This design comes from an exercise in tuning for small area, a short achievable clock period and few clock cycles on the open sky130 flow, not from production work.
Function was checked by simulation only, so behaviour that the tests miss may differ from the original.
No activity file was given, so power comes from the tool's default toggle rates.

==> flow/design.v, too long to show whole: its modules and the start of the top module <==
// module cpu: 219 lines
// module Mul: 1278 lines
// module BoothEnc: 13 lines
// module FA: 6 lines
// module HA: 6 lines
// module BoothPP: 7 lines
// module AO22: 5 lines
// module XOR2: 5 lines
// module AO222: 5 lines
// module NAND11: 5 lines
// module KSAdd: 29 lines
// module AND2: 5 lines
// module AO21: 5 lines
// module CarryTree: 27 lines
// module OR2: 5 lines
module cpu(clk, reset, imem_addr, imem_data, dmem_addr, dmem_we, dmem_wdata, dmem_rdata, done);
  // ...
==> flow/flow/run.sh <==
#!/bin/bash
# The standard layout, with two changes after the standard synthesis:
#  - timing repair aims MARGIN ns below the clock period (the SDC is unchanged);
#  - the clkdlybuf4s* delay cells are not used, so the port buffers that
#    buffer_ports inserts are plain buffers instead of delay cells.
set -euo pipefail
MARGIN=${MARGIN:-6.2}
DONT_USE="sky130_fd_sc_hd__probe_p_8 sky130_fd_sc_hd__probec_p_8 sky130_fd_sc_hd__lpflow_bleeder_1 sky130_fd_sc_hd__lpflow_clkbufkapwr_1 sky130_fd_sc_hd__lpflow_clkbufkapwr_16 sky130_fd_sc_hd__lpflow_clkbufkapwr_2 sky130_fd_sc_hd__lpflow_clkbufkapwr_4 sky130_fd_sc_hd__lpflow_clkbufkapwr_8 sky130_fd_sc_hd__lpflow_clkinvkapwr_1 sky130_fd_sc_hd__lpflow_clkinvkapwr_16 sky130_fd_sc_hd__lpflow_clkinvkapwr_2 sky130_fd_sc_hd__lpflow_clkinvkapwr_4 sky130_fd_sc_hd__lpflow_clkinvkapwr_8 sky130_fd_sc_hd__lpflow_decapkapwr_12 sky130_fd_sc_hd__lpflow_decapkapwr_3 sky130_fd_sc_hd__lpflow_decapkapwr_4 sky130_fd_sc_hd__lpflow_decapkapwr_6 sky130_fd_sc_hd__lpflow_decapkapwr_8 sky130_fd_sc_hd__lpflow_inputiso0n_1 sky130_fd_sc_hd__lpflow_inputiso0p_1 sky130_fd_sc_hd__lpflow_inputiso1n_1 sky130_fd_sc_hd__lpflow_inputiso1p_1 sky130_fd_sc_hd__lpflow_inputisolatch_1 sky130_fd_sc_hd__lpflow_isobufsrc_1 sky130_fd_sc_hd__lpflow_isobufsrc_16 sky130_fd_sc_hd__lpflow_isobufsrc_2 sky130_fd_sc_hd__lpflow_isobufsrc_4 sky130_fd_sc_hd__lpflow_isobufsrc_8 sky130_fd_sc_hd__lpflow_isobufsrckapwr_16 sky130_fd_sc_hd__lpflow_lsbuf_lh_hl_isowell_tap_1 sky130_fd_sc_hd__lpflow_lsbuf_lh_hl_isowell_tap_2 sky130_fd_sc_hd__lpflow_lsbuf_lh_hl_isowell_tap_4 sky130_fd_sc_hd__lpflow_lsbuf_lh_isowell_4 sky130_fd_sc_hd__lpflow_lsbuf_lh_isowell_tap_1 sky130_fd_sc_hd__lpflow_lsbuf_lh_isowell_tap_2 sky130_fd_sc_hd__lpflow_lsbuf_lh_isowell_tap_4"
DONT_USE="$DONT_USE sky130_fd_sc_hd__clkdlybuf4s15_1 sky130_fd_sc_hd__clkdlybuf4s15_2 sky130_fd_sc_hd__clkdlybuf4s18_1 sky130_fd_sc_hd__clkdlybuf4s18_2 sky130_fd_sc_hd__clkdlybuf4s25_1 sky130_fd_sc_hd__clkdlybuf4s25_2 sky130_fd_sc_hd__clkdlybuf4s50_1 sky130_fd_sc_hd__clkdlybuf4s50_2"
# standard synthesis, unchanged
bash standard.sh synth > synth.log 2>&1
# floorplan to final layout
bash standard.sh "SETUP_SLACK_MARGIN=$MARGIN" "DONT_USE_CELLS=$DONT_USE" finish > layout.log 2>&1
==> flow/standard.sh <==
#!/bin/bash
# synth_recipe.tcl (not shown) runs the flow's synth.tcl, then flattens the netlist and writes it again
# the make line also repeats each setting of config.mk as NAME=value (left out here)
make -C /OpenROAD-flow-scripts/flow DESIGN_CONFIG=/design/flow/config.mk WORK_HOME=/design/flow/orfs CLKGATE_MAP_FILE= SYNTH_SCRIPT=/design/flow/synth_recipe.tcl "${@:-finish}"
==> flow/config.mk <==
export PLATFORM = sky130hd
export DESIGN_NAME = cpu
export DESIGN_NICKNAME = cpu
export VERILOG_FILES = /design/flow/design.v
export SDC_FILE = /design/flow/constraint.sdc
export NUM_CORES = 4
export LEC_CHECK = 0
export CAP_MARGIN = 20
export CORE_MARGIN = 2
export CORE_UTILIZATION = 65
export CTS_BUF_LIST = sky130_fd_sc_hd__clkbuf_16
export CTS_CLUSTER_DIAMETER = 80
export CTS_CLUSTER_SIZE = 24
export SLEW_MARGIN = 20
export SYNTH_HIERARCHICAL = 1
export SYNTH_MINIMUM_KEEP_SIZE = 0
==> flow/constraint.sdc <==
create_clock -name core_clock -period 10.0 [get_ports {clk}]
set_input_delay 2.0000 -clock core_clock [delete_from_list [all_inputs] [get_ports {clk}]]
set_output_delay 2.0000 -clock core_clock [all_outputs]
set_load 0.01 [all_outputs]
==> results.toml, run 1 <==
[status]
outcome = "timing/DRC/antenna clean"

[critical_path]
cp.arrival_ns = 4.63
r2r_slack_ns = 5.97
worst_path_dominant_cell_family = "compound AO/OA/AOI/OAI gates"
worstSetupPathType = "register to register"
cp_slowest_stage_delay_ns = 0.51
crit_start = "e_ma[25]"
cp_num_cells = 13
cp-start-kind = "register"

[global_route]
antenna_found_initial = 7
grt_max_degree = 70
grt.met3_usage_pct = 14.22
grt_pass1_wl_mm = 366.6

[routing]
viasPerCell = 7.652
met3WireLength_mm = 41.86
drt-met1-wl_mm = 90.83
wirelength_mm = 257.6
routed-wl-met2_mm = 108.9
highest_layer = "met5"

[timing]
rsz0062_at_grt = "true"
whs_ns = 0.4017
max_freq_mhz = 248.3
setup_viol = 0

[layout]
layout.nets = 6342
seq_cell_count = 1439
layout_commonest_cell = "edfxtp_1"
layout_common_cells = "1,067 x edfxtp_1, 640 x a222oi_1, 375 x xor2_1"
post_route_cells_drive_above_1_share_pct = 13.32

[placement]
io_buffers = 127
dp_slack_ns = 4.311

[floorplan]
chipHeight_um = 339.1
die_w_um = 339.1

[power_and_ir_drop]
pwr-share-seq_pct = 36.0
pwr-share-comb_pct = 50.9
maxPowerGroup = "combinational cells"

[clock_network]
cts_buffers = 73
Testbench counts, summed over its fixed seeds: cycles 51,781.
==> run 2, diff against run 1 <==
--- a/flow/flow/run.sh
+++ b/flow/flow/run.sh
@@ -5,5 +5,5 @@
 #    buffer_ports inserts are plain buffers instead of delay cells.
 set -euo pipefail
-MARGIN=${MARGIN:-6.2}
+MARGIN=${MARGIN:-6.0}
 DONT_USE="sky130_fd_sc_hd__probe_p_8 sky130_fd_sc_hd__probec_p_8 sky130_fd_sc_hd__lpflow_bleeder_1 sky130_fd_sc_hd__lpflow_clkbufkapwr_1 sky130_fd_sc_hd__lpflow_clkbufkapwr_16 sky130_fd_sc_hd__lpflow_clkbufkapwr_2 sky130_fd_sc_hd__lpflow_clkbufkapwr_4 sky130_fd_sc_hd__lpflow_clkbufkapwr_8 sky130_fd_sc_hd__lpflow_clkinvkapwr_1 sky130_fd_sc_hd__lpflow_clkinvkapwr_16 sky130_fd_sc_hd__lpflow_clkinvkapwr_2 sky130_fd_sc_hd__lpflow_clkinvkapwr_4 sky130_fd_sc_hd__lpflow_clkinvkapwr_8 sky130_fd_sc_hd__lpflow_decapkapwr_12 sky130_fd_sc_hd__lpflow_decapkapwr_3 sky130_fd_sc_hd__lpflow_decapkapwr_4 sky130_fd_sc_hd__lpflow_decapkapwr_6 sky130_fd_sc_hd__lpflow_decapkapwr_8 sky130_fd_sc_hd__lpflow_inputiso0n_1 sky130_fd_sc_hd__lpflow_inputiso0p_1 sky130_fd_sc_hd__lpflow_inputiso1n_1 sky130_fd_sc_hd__lpflow_inputiso1p_1 sky130_fd_sc_hd__lpflow_inputisolatch_1 sky130_fd_sc_hd__lpflow_isobufsrc_1 sky130_fd_sc_hd__lpflow_isobufsrc_16 sky130_fd_sc_hd__lpflow_isobufsrc_2 sky130_fd_sc_hd__lpflow_isobufsrc_4 sky130_fd_sc_hd__lpflow_isobufsrc_8 sky130_fd_sc_hd__lpflow_isobufsrckapwr_16 sky130_fd_sc_hd__lpflow_lsbuf_lh_hl_isowell_tap_1 sky130_fd_sc_hd__lpflow_lsbuf_lh_hl_isowell_tap_2 sky130_fd_sc_hd__lpflow_lsbuf_lh_hl_isowell_tap_4 sky130_fd_sc_hd__lpflow_lsbuf_lh_isowell_4 sky130_fd_sc_hd__lpflow_lsbuf_lh_isowell_tap_1 sky130_fd_sc_hd__lpflow_lsbuf_lh_isowell_tap_2 sky130_fd_sc_hd__lpflow_lsbuf_lh_isowell_tap_4"
 DONT_USE="$DONT_USE sky130_fd_sc_hd__clkdlybuf4s15_1 sky130_fd_sc_hd__clkdlybuf4s15_2 sky130_fd_sc_hd__clkdlybuf4s18_1 sky130_fd_sc_hd__clkdlybuf4s18_2 sky130_fd_sc_hd__clkdlybuf4s25_1 sky130_fd_sc_hd__clkdlybuf4s25_2 sky130_fd_sc_hd__clkdlybuf4s50_1 sky130_fd_sc_hd__clkdlybuf4s50_2"
==> results.toml, run 2 <==
[status]
outcome = "timing/DRC/antenna clean"

[floorplan]
row_count = 122
fp.dieArea_um2 = 115000
die_w_um = 339.1
ioPinCount = 128
chipHeight_um = 339.1
initial_utilization_pct = 65.77
core_um2 = 111000

[routing]
drtAntennaViolNets = 0
dr.first_iter.drc_count = 11450
wire_per_inst_um = 34.13
vias = 56560
drc = 0
wirelength_mm = 253.4
drt-pass1-iter-count = 17
viasPerCell = 7.617

[timing]
timing.setup.tns_ns = 0
max_freq_mhz = 241.1
slew_viol_final = 0
finalCritPeriodShare_pct = 41.47
rsz0062_at_grt = "true"
maxSlewHeadroom_pct = 19.83
hold_viol = 0
whs_ns = 0.3964
setup_viol = 0
worst_pin_slew_ns = 1.203
skew_ns = 0.05995
final.min_clock_period_ns = 4.147

[global_route]
grt_usage_pct = 42.91
antenna_found_initial = 13
first_global_vias = 54050
grt_max_degree = 65
grt.overflow.total = 0
grt_pass1_wl_mm = 363.3

[layout]
post_route_cells_drive_above_1_share_pct = 11.05
nFillCells = 7843
largest_register_ffs = 992
syn_to_final_growth_pct = 9.042
layout_common_cells = "1,067 x edfxtp_1, 640 x a222oi_1, 387 x xor2_1"
final_cells = 7426
design_area_um2 = 79580
largest-register = "R"
layout.nets = 6294
layout_commonest_cell = "edfxtp_1"

[placement]
place_area_um2 = 75450
place_inst = 7176
gp_congestion = 1.003
hpwl_mm = 175.6
io_buffers = 127

[clock_network]
cts_buffers = 73
path_clk_slew_ns = 0.10
cts.path.max_buffers = 3
clkLatencyLatePin_ns = 0.72
numClockSinks = 1439
cts_max_level = 3
cts_root_buffer = "clkbuf_16"
cts.hold.buffers_added = 0
cts_tree = "built"

[synthesis]
ys_warn_count = 9
syn_area_um2 = 72980
syn_inst = 5580
synth.avg_cell_area_um2 = 13.08

[critical_path]
cp-start-kind = "register"
cp_slowest_stage_delay_ns = 0.65
cpMaxStageDelayCell = "dfxtp_1"
crit_path_max_fanout = 32
path_cells = "buf_4 -> a22oi_1 -> nand4_1 -> a2111oi_4 -> buf_1 -> o31ai_1 -> o21ai_1 -> a311o_1 -> a21o_1 -> xor2_2 -> nand2_2 -> bufbuf_16 -> o2111ai_1 -> a21oi_1"
r2r_start = "s2[1]"
cp-end-kind = "register"
crit_start = "s2[1]"
crit_required_ns = 10.58
cp.arrival_ns = 4.72
worstSetupPathType = "register to register"

[power_and_ir_drop]
power_density_nw_per_um2 = 321.9
power_leakage_nw = 30.21
fin_total_pwr_w = 0.02562
ir_drop_v = 0.0005412

[hold_path]
hold_path_class = "register to register"
worstHoldStart = "e_dest[1]"

[flow_run]
max_cap_viol_count = 0
-- run 2: final timing paths --
| kind | end | depth (start not counted) | slack (ns) |
|---|---|---|---|
| worst max-delay path | pc[11] | 14 | 5.85 |
| worst min-delay path | w_dest[1] | 0 | 0.40 |
| worst max register to register | pc[11] | 14 | 5.85 |
| worst min register to register | w_dest[1] | 0 | 0.40 |
-- run 2: what timing repair did --
| item | 4_1_cts | 5_1_grt |
|---|---|---|
| buffers inserted | 36 | 71 |
| hold endpoints to repair | 0 | 0 |
| pin swaps | 15 | 40 |
| setup endpoints to repair | 288 | 178 |
| gates cloned | 1 | 1 |
| resized for setup | 209 | 181 |
-- run 2: metal layers --
metal / vias to the layer above / GRT usage, % / part of all wire (%)
met2: 4868 / 61.24 / 42
li1: 23140 / - / -
met1: 27740 / 58.80 / 36
met4: 8 / 24.32 / 6.6
met3: 802 / 12.75 / 15
met5: - / 0 / 0.022
-- run 2: layout make-up --
| cell class | count | area (um2) | area share (%) |
|---|---|---|---|
| clock inverter | 51 | 364.1 | 0.4575 |
| clock buffer | 75 | 1877 | 2.358 |
| antenna | 8 | 20.02 | 0.02516 |
| sequential | 1439 | 39680 | 49.85 |
| tap | 1488 | 1862 | 2.339 |
| multi-input combinational | 3801 | 32780 | 41.19 |
| timing repair buffer | 452 | 2582 | 3.245 |
| inverter | 112 | 425.4 | 0.5345 |
-- run 2: through the flow --
step	worst slack (ns)	utilization (%)
floorplan	5.705	-
global placement	4.387	67.89
detailed placement	4.422	67.99
CTS	5.986	70.70
global route	5.862	71.69
finish	5.853	71.71
-- run 2: report_power, final --
group          internal (W)  switching, W  leakage, nW  total [W]
registers           0.00797       0.00127         14.0    0.00924
clock network       0.00141       0.00197         1.22    0.00338
logic               0.00543       0.00756         15.0     0.0130
-- run 2: worst max-delay path: cells and delay by family, from the launching register on --
kind,cells,cell delay [ns]
compound gates,8,1.69
xor+xnor,1,0.19
simple gates,2,0.38
flops,1,0.65
buf+inv,3,1.11
==> run 3, diff against run 2 <==
--- a/flow/flow/run.sh
+++ b/flow/flow/run.sh
@@ -5,5 +5,5 @@
 #    buffer_ports inserts are plain buffers instead of delay cells.
 set -euo pipefail
-MARGIN=${MARGIN:-6.0}
+MARGIN=${MARGIN:-6.2}
 DONT_USE="sky130_fd_sc_hd__probe_p_8 sky130_fd_sc_hd__probec_p_8 sky130_fd_sc_hd__lpflow_bleeder_1 sky130_fd_sc_hd__lpflow_clkbufkapwr_1 sky130_fd_sc_hd__lpflow_clkbufkapwr_16 sky130_fd_sc_hd__lpflow_clkbufkapwr_2 sky130_fd_sc_hd__lpflow_clkbufkapwr_4 sky130_fd_sc_hd__lpflow_clkbufkapwr_8 sky130_fd_sc_hd__lpflow_clkinvkapwr_1 sky130_fd_sc_hd__lpflow_clkinvkapwr_16 sky130_fd_sc_hd__lpflow_clkinvkapwr_2 sky130_fd_sc_hd__lpflow_clkinvkapwr_4 sky130_fd_sc_hd__lpflow_clkinvkapwr_8 sky130_fd_sc_hd__lpflow_decapkapwr_12 sky130_fd_sc_hd__lpflow_decapkapwr_3 sky130_fd_sc_hd__lpflow_decapkapwr_4 sky130_fd_sc_hd__lpflow_decapkapwr_6 sky130_fd_sc_hd__lpflow_decapkapwr_8 sky130_fd_sc_hd__lpflow_inputiso0n_1 sky130_fd_sc_hd__lpflow_inputiso0p_1 sky130_fd_sc_hd__lpflow_inputiso1n_1 sky130_fd_sc_hd__lpflow_inputiso1p_1 sky130_fd_sc_hd__lpflow_inputisolatch_1 sky130_fd_sc_hd__lpflow_isobufsrc_1 sky130_fd_sc_hd__lpflow_isobufsrc_16 sky130_fd_sc_hd__lpflow_isobufsrc_2 sky130_fd_sc_hd__lpflow_isobufsrc_4 sky130_fd_sc_hd__lpflow_isobufsrc_8 sky130_fd_sc_hd__lpflow_isobufsrckapwr_16 sky130_fd_sc_hd__lpflow_lsbuf_lh_hl_isowell_tap_1 sky130_fd_sc_hd__lpflow_lsbuf_lh_hl_isowell_tap_2 sky130_fd_sc_hd__lpflow_lsbuf_lh_hl_isowell_tap_4 sky130_fd_sc_hd__lpflow_lsbuf_lh_isowell_4 sky130_fd_sc_hd__lpflow_lsbuf_lh_isowell_tap_1 sky130_fd_sc_hd__lpflow_lsbuf_lh_isowell_tap_2 sky130_fd_sc_hd__lpflow_lsbuf_lh_isowell_tap_4"
 DONT_USE="$DONT_USE sky130_fd_sc_hd__clkdlybuf4s15_1 sky130_fd_sc_hd__clkdlybuf4s15_2 sky130_fd_sc_hd__clkdlybuf4s18_1 sky130_fd_sc_hd__clkdlybuf4s18_2 sky130_fd_sc_hd__clkdlybuf4s25_1 sky130_fd_sc_hd__clkdlybuf4s25_2 sky130_fd_sc_hd__clkdlybuf4s50_1 sky130_fd_sc_hd__clkdlybuf4s50_2"
--- a/flow/config.mk
+++ b/flow/config.mk
@@ -11,5 +11,5 @@
 export CTS_BUF_LIST = sky130_fd_sc_hd__clkbuf_16
 export CTS_CLUSTER_DIAMETER = 80
-export CTS_CLUSTER_SIZE = 24
+export CTS_CLUSTER_SIZE = 28
 export SLEW_MARGIN = 20
 export SYNTH_HIERARCHICAL = 1
==> results.toml, run 3 <==
[critical_path]
cp-start-kind = "register"
worstSetupPathType = "register to register"
cp-end-kind = "register"
cp_slowest_stage_delay_ns = 0.48
path_cells = "buf_4 -> a222oi_1 -> nand4_1 -> or3_1 -> mux2i_1 -> o21ai_1 -> nand2_1 -> o21ai_2 -> a311o_1 -> a21o_1 -> xor2_2 -> nand2_2 -> buf_6 -> a311oi_1"
crit_path_max_fanout = 33
crit_required_ns = 10.58
cpMaxStageDelayCell = "or3_1"
cp.arrival_ns = 4.57

[synthesis]
syn_inst = 5580
syn_area_um2 = 72980
synth.avg_cell_area_um2 = 13.08
ys_warn_count = 9

[timing]
hold_viol = 0
finalCritPeriodShare_pct = 39.89
slew_viol_final = 0
finalWorstSetupSlack_ns = 6.011
maxSlewHeadroom_pct = 19.89
timing.setup.tns_ns = 0
final.min_clock_period_ns = 3.989
rsz0062_at_grt = "true"
skew_ns = 0.06037
setup_viol = 0
worst_pin_slew_ns = 1.197
max_freq_mhz = 250.7

[floorplan]
initial_utilization_pct = 65.77
ioPinCount = 128
die_w_um = 339.1
row_count = 122
chipHeight_um = 339.1
core_um2 = 111000
fp.dieArea_um2 = 115000

[power_and_ir_drop]
power_density_nw_per_um2 = 320.4
pwr-share-seq_pct = 36.1
power.internal_w = 0.01488
pwr-share-comb_pct = 51.2
fin_total_pwr_w = 0.02575
swShare_pct = 42.21
power_leakage_nw = 30.37
ir_drop_v = 0.0005646
switchingPower_w = 0.01087
p_clk_share_pct = 12.7

[clock_network]
clkLatencyLatePin_ns = 0.70
path_clk_slew_ns = 0.11
cts_max_level = 3
cts_buffers = 67
cts_tree = "built"
cts.path.max_buffers = 3
cts_root_buffer = "clkbuf_16"
numClockSinks = 1439

[layout]
design_area_um2 = 80360
largest-register = "R"
layout_common_cells = "1,067 x edfxtp_1, 640 x a222oi_1, 375 x xor2_1"
post_route_cells_drive_above_1_share_pct = 13.29
layout.nets = 6343
syn_to_final_growth_pct = 10.11
layout_commonest_cell = "edfxtp_1"
largest_register_ffs = 992
nFillCells = 7518

[global_route]
first_global_vias = 54200
antenna_found_initial = 6
grt_max_degree = 70
grt_pass1_wl_mm = 366.6
grt_usage_pct = 43.33
grt.overflow.total = 0

[routing]
wire_per_inst_um = 34.46
dr.first_iter.drc_count = 12140
vias = 57090
drtAntennaViolNets = 0
wirelength_mm = 257.4
drt-pass1-iter-count = 21
drc = 0
viasPerCell = 7.644

[placement]
io_buffers = 127
dp_slack_ns = 4.311
place_area_um2 = 75410
hpwl_mm = 173.4
gp_congestion = 0.9529

[flow_run]
max_cap_viol_count = 0

[status]
outcome = "timing/DRC/antenna clean"

[hold_path]
hold_path_class = "register to register"
-- run 3: path summary, 6_finish.rpt --
path	startpoint	endpoint	slack, ns	cells after the start
max	s2[17]	pc[0]	6.01	14
min reg2reg	e_dest[0]	w_dest[0]	0.41	0
min	e_dest[0]	w_dest[0]	0.41	0
max reg2reg	s2[17]	pc[0]	6.01	14
-- run 3: timing repair --
item	in CTS	in global routing
setup buffers	79	103
pin swaps	35	112
endpoints found under the setup margin	814	287
resized for setup	313	264
cloned	0	1
hold buffers	0	0
-- run 3: final cells by class --
class | instances | area, um2 | area share, %
diodes | 8 | 20.02 | 0.02491
well taps | 1488 | 1862 | 2.317
flip-flops and latches | 1439 | 39770 | 49.49
clock inverters | 46 | 395.4 | 0.4920
multi-input cells | 3800 | 33240 | 41.36
repair buffers | 508 | 2938 | 3.656
inverters | 112 | 434.2 | 0.5402
clock buffers | 68 | 1702 | 2.117
-- run 3: power groups by stage --
stage | clock [W] | sequential, W | combinational (W)
after detailed placement | 0 | 0.00952 | 0.0118
final | 0.00327 | 0.00930 | 0.0132
after CTS | 0.00327 | 0.00926 | 0.0124
after global placement | 0 | 0.00944 | 0.0116
after global routing | 0.00347 | 0.00940 | 0.0144
after floorplan | 0 | 0.00905 | 0.0114
-- run 3: stage by stage --
| stage | utilization [%] | hold slack [ns] | std cells |
|---|---|---|---|
| after floorplan | - | 0.3741 | 5599 |
| after global placement | 67.89 | 0.3858 | 7157 |
| after detailed placement | 67.95 | 0.3865 | 7161 |
| after CTS | 70.99 | 0.4011 | 7354 |
| after global routing | 72.40 | 0.4093 | 7463 |
| final | 72.42 | 0.4059 | 7469 |
-- run 3: worst max-delay path, delay by kind of cell (launching register included) --
| family | cells | cell delay (ns) |
|---|---|---|
| AOI/OAI and AO/OA | 6 | 1.57 |
| and+or+nand+nor | 4 | 1.01 |
| buffers and inverters | 2 | 0.49 |
| DFF | 1 | 0.32 |
| muxes | 1 | 0.21 |
| xor gates and xnor gates | 1 | 0.20 |
-- run 3: layer usage --
layer / global-route usage (%) / part of all wire (%)
met1: 59.83 / 35
met2: 61.21 / 42
met3: 14.23 / 16
met4: 22.61 / 6.1
met5: 0.04167 / 0.081

## static timing again, ports no longer ideal
In the flow no input, the clock included, has a driving cell. The finished layouts below were timed again as built, in two steps. Step 1, drivers: a clkbuf_16 drives clk and a buf_2 each remaining input, both assumed. Step 2 also shifts input and output timing later by t, the mid clock arrival at the registers, as if the neighbouring blocks saw the same clock. a / b / c = no drivers / after step 1 / after step 2; a / b = the first two.
run | t (ns) | setup WS [ns] | worst hold slack (ns)
run 1 | 0.773 | 5.972 / 5.972 / 5.377 | 0.402 / 0.402 / 0.402
run 2 | 0.770 | 5.853 / 5.853 / 5.300 | 0.396 / 0.396 / 0.396
run 3 | 0.755 | 6.011 / 6.011 / 5.390 | 0.406 / 0.406 / 0.406
After both steps every run listed still meets setup and hold. The setup slack of run 3, which loses most, moves by 0.000 ns with the drivers and by -0.621 ns with both steps.
